This design comes from an exercise in tuning for small area, a short achievable clock period and few clock cycles on the open sky130 flow, not from production work. No run shown here included a check of the RTL's function; only the layout flow was run. Power figures rest on the tool's default switching activity, not on a simulated workload.

==> flow/design.v (outline; a module is shown in full before it is edited, if it fits) <==
// module CVAE_top: 550 lines
// module mul_tree: 1875 lines
module CVAE_top #(
    parameter ADDR_WIDTH = 16,
    parameter DATA_WIDTH = 32
)(
    input wire clk,
    input wire rst_n,
    input wire start,
    output reg finish,
    input wire [DATA_WIDTH-1:0] init_data,
    output reg sram_state_wea,
    output reg [ADDR_WIDTH-1:0] sram_state_addr,
    output wire [DATA_WIDTH-1:0] sram_state_wdata,
    output reg [ADDR_WIDTH-1:0] sram_weight_addr,
    input wire [DATA_WIDTH-1:0] sram_weight_rdata,
    output reg [ADDR_WIDTH-1:0] sram_bias_addr,
    input wire [DATA_WIDTH-1:0] sram_bias_rdata,
    output reg [5:0] seq_lens
);
  // ...
==> flow/flow/run.sh <==
#!/bin/bash
# Standard layout (the standard.sh, all steps unchanged) with a larger
# setup-slack target for the resizer's repair_timing passes, so that it
# works on paths well inside the clock period. The SDC is not touched.
set -euo pipefail
bash standard.sh SETUP_SLACK_MARGIN=9.0 finish > standard_make.log 2>&1
==> flow/standard.sh <==
#!/bin/bash
# synth_recipe.tcl (not shown) runs the flow's synth.tcl, then flattens the netlist and writes it again
# the make line also repeats each setting of config.mk as NAME=value (left out here)
make -C /OpenROAD-flow-scripts/flow DESIGN_CONFIG=/design/flow/config.mk WORK_HOME=/design/flow/orfs CLKGATE_MAP_FILE= SYNTH_SCRIPT=/design/flow/synth_recipe.tcl "${@:-finish}"
==> flow/config.mk <==
export PLATFORM = sky130hd
export DESIGN_NAME = CVAE_top
export DESIGN_NICKNAME = CVAE_top
export VERILOG_FILES = /design/flow/design.v
export SDC_FILE = /design/flow/constraint.sdc
export NUM_CORES = 8
export LEC_CHECK = 0
export CAP_MARGIN = 20
export CORE_MARGIN = 2
export CORE_UTILIZATION = 40
export CTS_CLUSTER_DIAMETER = 60
export CTS_CLUSTER_SIZE = 24
export SLEW_MARGIN = 20
==> flow/constraint.sdc <==
create_clock -name core_clock -period 13.0 [get_ports {clk}]
set_input_delay 2.6000 -clock core_clock [delete_from_list [all_inputs] [get_ports {clk}]]
set_output_delay 2.6000 -clock core_clock [all_outputs]
set_load 0.01 [all_outputs]
==> notes.md, run 1 <==
- Status: finished clean
- Placed Cells: 13794
- R2r startpoint: cz[31]
- P_leak: 0.0536 uW
- Sequential cells: 3438
- Signal inverters: 535
- Mux cell area share after synthesis: 2.72%
- Post-CTS Setup Bufs: 121
- Synth Instances: 10138
- Vias/cell: 5.31
- CP arrival: 5.06 ns
- Worst R2R Path Depth: 17
- Endpoints failing setup: 0
- Slowest cell on the critical path: mux4_2
- Synth cell types: 90
- Final nets: 11169
- Metal3 WL: 29.7 mm
- Stages on worst setup path: 17
- Hold Slack: 0.246 ns
- Clock latency on the worst-skew pair: 0.97 ns
- FF-to-FF End: cx[27]
- DRC viols: 0
- Busiest grt layer: met2
- # resized after CTS: 713
- Post-Synth Simple-Gate Area: 6.25%
- Post-synth ARST share: 0%
- Hold wc startpoint: hb[486]
- CP endpoint kind: register
- Buffers & Inverters on Critical Path: 3
- Vias in the first global route: 76466
- Setup_tns: 0 ns
- Hold WC Path Type: reg -> reg
==> run 2, diff against run 1 <==
==> flow/flow/run.sh (replaced) <==
#!/bin/bash
# Standard layout (the standard.sh, all steps unchanged) with a larger
# setup-slack target for the resizer's repair_timing passes, so that it
# works on paths well inside the clock period. The SDC is not touched.
set -euo pipefail
bash standard.sh SETUP_SLACK_MARGIN=8.8 finish > standard_make.log 2>&1
==> run 2 against run 1 <==
Compared with the run above:
- die area is the same
- final cell count shrank 0.29%
- first-iteration DRC count shrank 5.4%
- clock skew grew 0.0090 ns
- largest cell class unchanged
==> notes.md, run 2 <==
- Startpoint types: register
- Clock latency on the worst-skew pair: 0.97 ns (about the same)
- Final hold vios: 0
- Status: finished clean
- Fraction of layout cells with a size suffix above 1: 10.2%
- First-pass GRT wire length: 511 mm
- Vias in the first global route: 76630 (+0.21%)
- CP Cell Sequence: buf_12 > buf_4 > clkinvlp_4 > ha_2 > a211oi_2 > a211oi_1 > ha_2 > a2111oi_4 > o31ai_4 > a31o_4 > a21oi_4 > nor3_4 > o221a_4 > o22a_1 > a211oi_2 > xnor2_1
- Routed via count: 75948
- Clk sinks: 3438
- All-layer global routing usage: 22.4%
- RSZ-0062 raised after global routing: true
- Met1 Routed Length: 144 mm
- Worst Path Max Fanout: 7
- DRC viols: 0 (unchanged)
- Endpoints failing setup: 0 (unchanged)
- Commonest non-fill, non-tap cell in the layout: dfxtp_1
- Sequential area share after synthesis: 58.8%
- Die footprint: 306000 sq um
- Hold wc startpoint: xr[490]
- Peak supply drop: 144 uV
- Routed met2 length: 157 mm
- Register area: 71100 sq um
- Required time of the critical path: 13.59 ns
- Synth-to-Final Area Change: 13.5%
- Yosys warning total: 1
- CP arrival: 4.96 ns (-0.10 ns)
- Largest net degree at the start of global routing: 67
- DRT Pass-1 Iters: 9
- CTS Buf Count: 223
- Post-layout util: 45.7%
- P_leak: 0.0532 uW (-0.72%)
- WS Path Type: reg -> reg
- Highest Signal Layer: met5
- Post-synth ARST share: 0% (unchanged)
- Cell with the most instances after synthesis: dfxtp_1
- Final Max Tran Viols: 0
- DIE WIDTH: 553 um
- Setup_tns: 0 ns (unchanged)
- Antenna Nets Post-Route: 0
- HPWL Detailed: 233 mm
- DR iter-0 viols: 7535
- Synth top area share: 53.6%
- Critical Path Source: cz[31]
- Worst-case clock buffer depth: 4
- Prevailing post-synth register cell: dfxtp_1
- Final nets: 11105 (-0.57%)
- R2r startpoint: cz[31]
- Tightest Pin Transition: 1.19 ns
- CTS Root Cell: clkbuf_16
- Post-Route WL: 353 mm
- Post-synth top area cell: dfxtp_1
- Fill count: 27134
- Cell Rows: 201
- Vias/cell: 5.30 (-0.17%)
- Mean area per synthesized cell: 11.9 sq um
- Slowest cell on the critical path: a211oi_2
- Starting Density: 40.2%
- CP endpoint kind: register
- Max Cap Violations: 0
- Highest-count cells in the layout ignoring fill and taps: dfxtp_1, a22oi_1, nand2_1, fa_1, inv_1
- Grt total ovfl: 0
- Metal3 WL: 28.4 mm (-4.4%)
- Wirelength per Cell: 24.7 um
- Worst-path clk slew: 0.09 ns
- Synth cell types: 90 (unchanged)
- Ranking of synthesized cells by area: dfxtp_1, fa_1, edfxtp_1
- Yosys reg bits: 3438
- Fmax: 0.229 GHz
- H-tree Lvls: 4
- Io pins: 187
- Area of the multi-input gates: 46300 sq um
- Pwr dens: 201 nW/um^2
- Crit path largest cell delay: 0.53 ns
- Core ar.: 300000 sq um
- Routability cong.: 0.924
- Max-slew headroom: 19.8%
- Cell Area, Synth: 121000 sq um
- Fin crit share: 33.6%
- Synth Instances: 10138 (unchanged)
- Initial antenna violation count: 27
- Most instantiated cells after synthesis: dfxtp_1, a22oi_1, nand2_1, fa_1, inv_1
- Fin crit period: 4.37 ns
- Worst Clk Skew: 0.120 ns
- CTS tree: yes
- I/O Buffers: 178
- Number of synthesized flops with an enable pin: 210
- Regs by FF count: ha x1024, hb x1024, xr x608
- Die height: 553 um
- Hold WC Path Type: reg -> reg
- Hold Buf Count CTS: 0
run 2: cell counts after synthesis:
Identical to the previous run, type by type.
run 2: layout make-up:
| cell class | count | share of cell area (%) |
|---|---|---|
| Multi-Input combinational cell | 5551 | 33.8 |
| Clock inverter | 108 | 1.25 |
| Inverter | 532 | 1.48 |
| Antenna cell | 24 | 0.0439 |
| Timing Repair inverter | 2 | 0.0110 |
| Timing Repair Buffer | 463 | 3.52 |
| Clock buffer | 253 | 4.28 |
| Sequential cell | 3438 | 52.0 |
| Tap cell | 3958 | 3.62 |
run 2: logic make-up (layout without fill, tap and decap cells):
group / Yosys count / count (layout) / synth area share (%)
AOI/OAI and AO/OA: 1921 / 1924 / 10.6
DFF: 3438 / 3438 / 58.8
buffers and inverters: 1159 / 1358 / 3.74
adders and majority gates: 795 / 795 / 11.5
muxes: 316 / 316 / 2.72
and+or+nand+nor: 1646 / 1646 / 6.25
xor gates and xnor gates: 862 / 862 / 6.26
other: 1 / 32 / 0.00311
run 2: worst max-delay path: cells and delay by family, from the launching register on:
kind            cells  cell delay, ns
compound gates      9            2.47
fa+ha+maj           2            0.53
buf+inv             3            0.44
flops               1            0.40
xor+xnor            1            0.11
simple gates        1            0.06
run 2: through the flow:
| stage | total power (uW) | hold slack (ns) | instance area, sq um | setup WS [ns] | instances |
|---|---|---|---|---|---|
| 2_1_floorplan | 17100 | 0.310 | 121000 | 8.77 | 10145 |
| 3_3_place_gp | 19800 | 0.309 | 126000 | 6.94 | 13794 |
| 3_5_place_dp | 19900 | 0.312 | 126000 | 7.04 | 13794 |
| 4_1_cts | 27600 | 0.221 | 135000 | 8.71 | 14237 |
| 5_1_grt | 28900 | 0.235 | 137000 | 8.51 | 14317 |
| 6_report | 27500 | 0.250 | 137000 | 8.63 | 14329 |
run 2: per-layer routing:
metal,up-vias,GRT usage (%)
li1,34173,-
met1,37199,28.3
met2,3520,35.1
met3,1050,4.81
met4,6,13.3
met5,-,0
run 2: timing repair:
item,in CTS,in global routing
buffers inserted,69,56
gates resized for setup,480,197
endpoints found under the setup margin,168,75
cloned,13,12
pin swaps,33,50
run 2: path summary, 6_finish.rpt:
path,end,cells after the start,slack (ns)
setup / recovery,cx[31],16,8.63
hold / removal,xr[458],0,0.25
hold reg to reg,xr[458],0,0.25
setup reg to reg,cx[31],16,8.63
run 2: power breakdown:
| part | switching [uW] | internal [uW] |
|---|---|---|
| Combinational | 4280 | 2720 |
| Sequential | 876 | 12200 |
| Clock | 3890 | 3540 |

## static timing again, ports no longer ideal
The flow's constraints put no driver on any port. The routed layouts listed below were extracted and timed again, unchanged, in two steps.
Step 1, drivers: a clkbuf_16 drives clk and a buf_2 each remaining input, both assumed.
Step 2, shift: input delay + t, output delay - t, t = (earliest + latest rising clock arrival at the registers) / 2. This alone moves slack from input paths to output paths.
a / b / c = no drivers / after step 1 / after step 2; a / b = the first two.
| run | t, ns | setup WS [ns] | worst setup path after step 2 | clock arrival spread, ns | worst slew at a driven data input, ns |
|---|---|---|---|---|---|
| run 1 | 1.010 | 8.722 / 8.722 / 8.585 | input to register | 0.140 / 0.141 | 0.19 |
| run 2 | 1.004 | 8.630 / 8.630 / 8.520 | input to register | 0.151 / 0.151 | 0.16 |
After both steps every run listed still meets setup and hold. For run 1, which loses most, drivers alone change the setup slack by 0.000 ns; drivers and shift together by -0.137 ns.
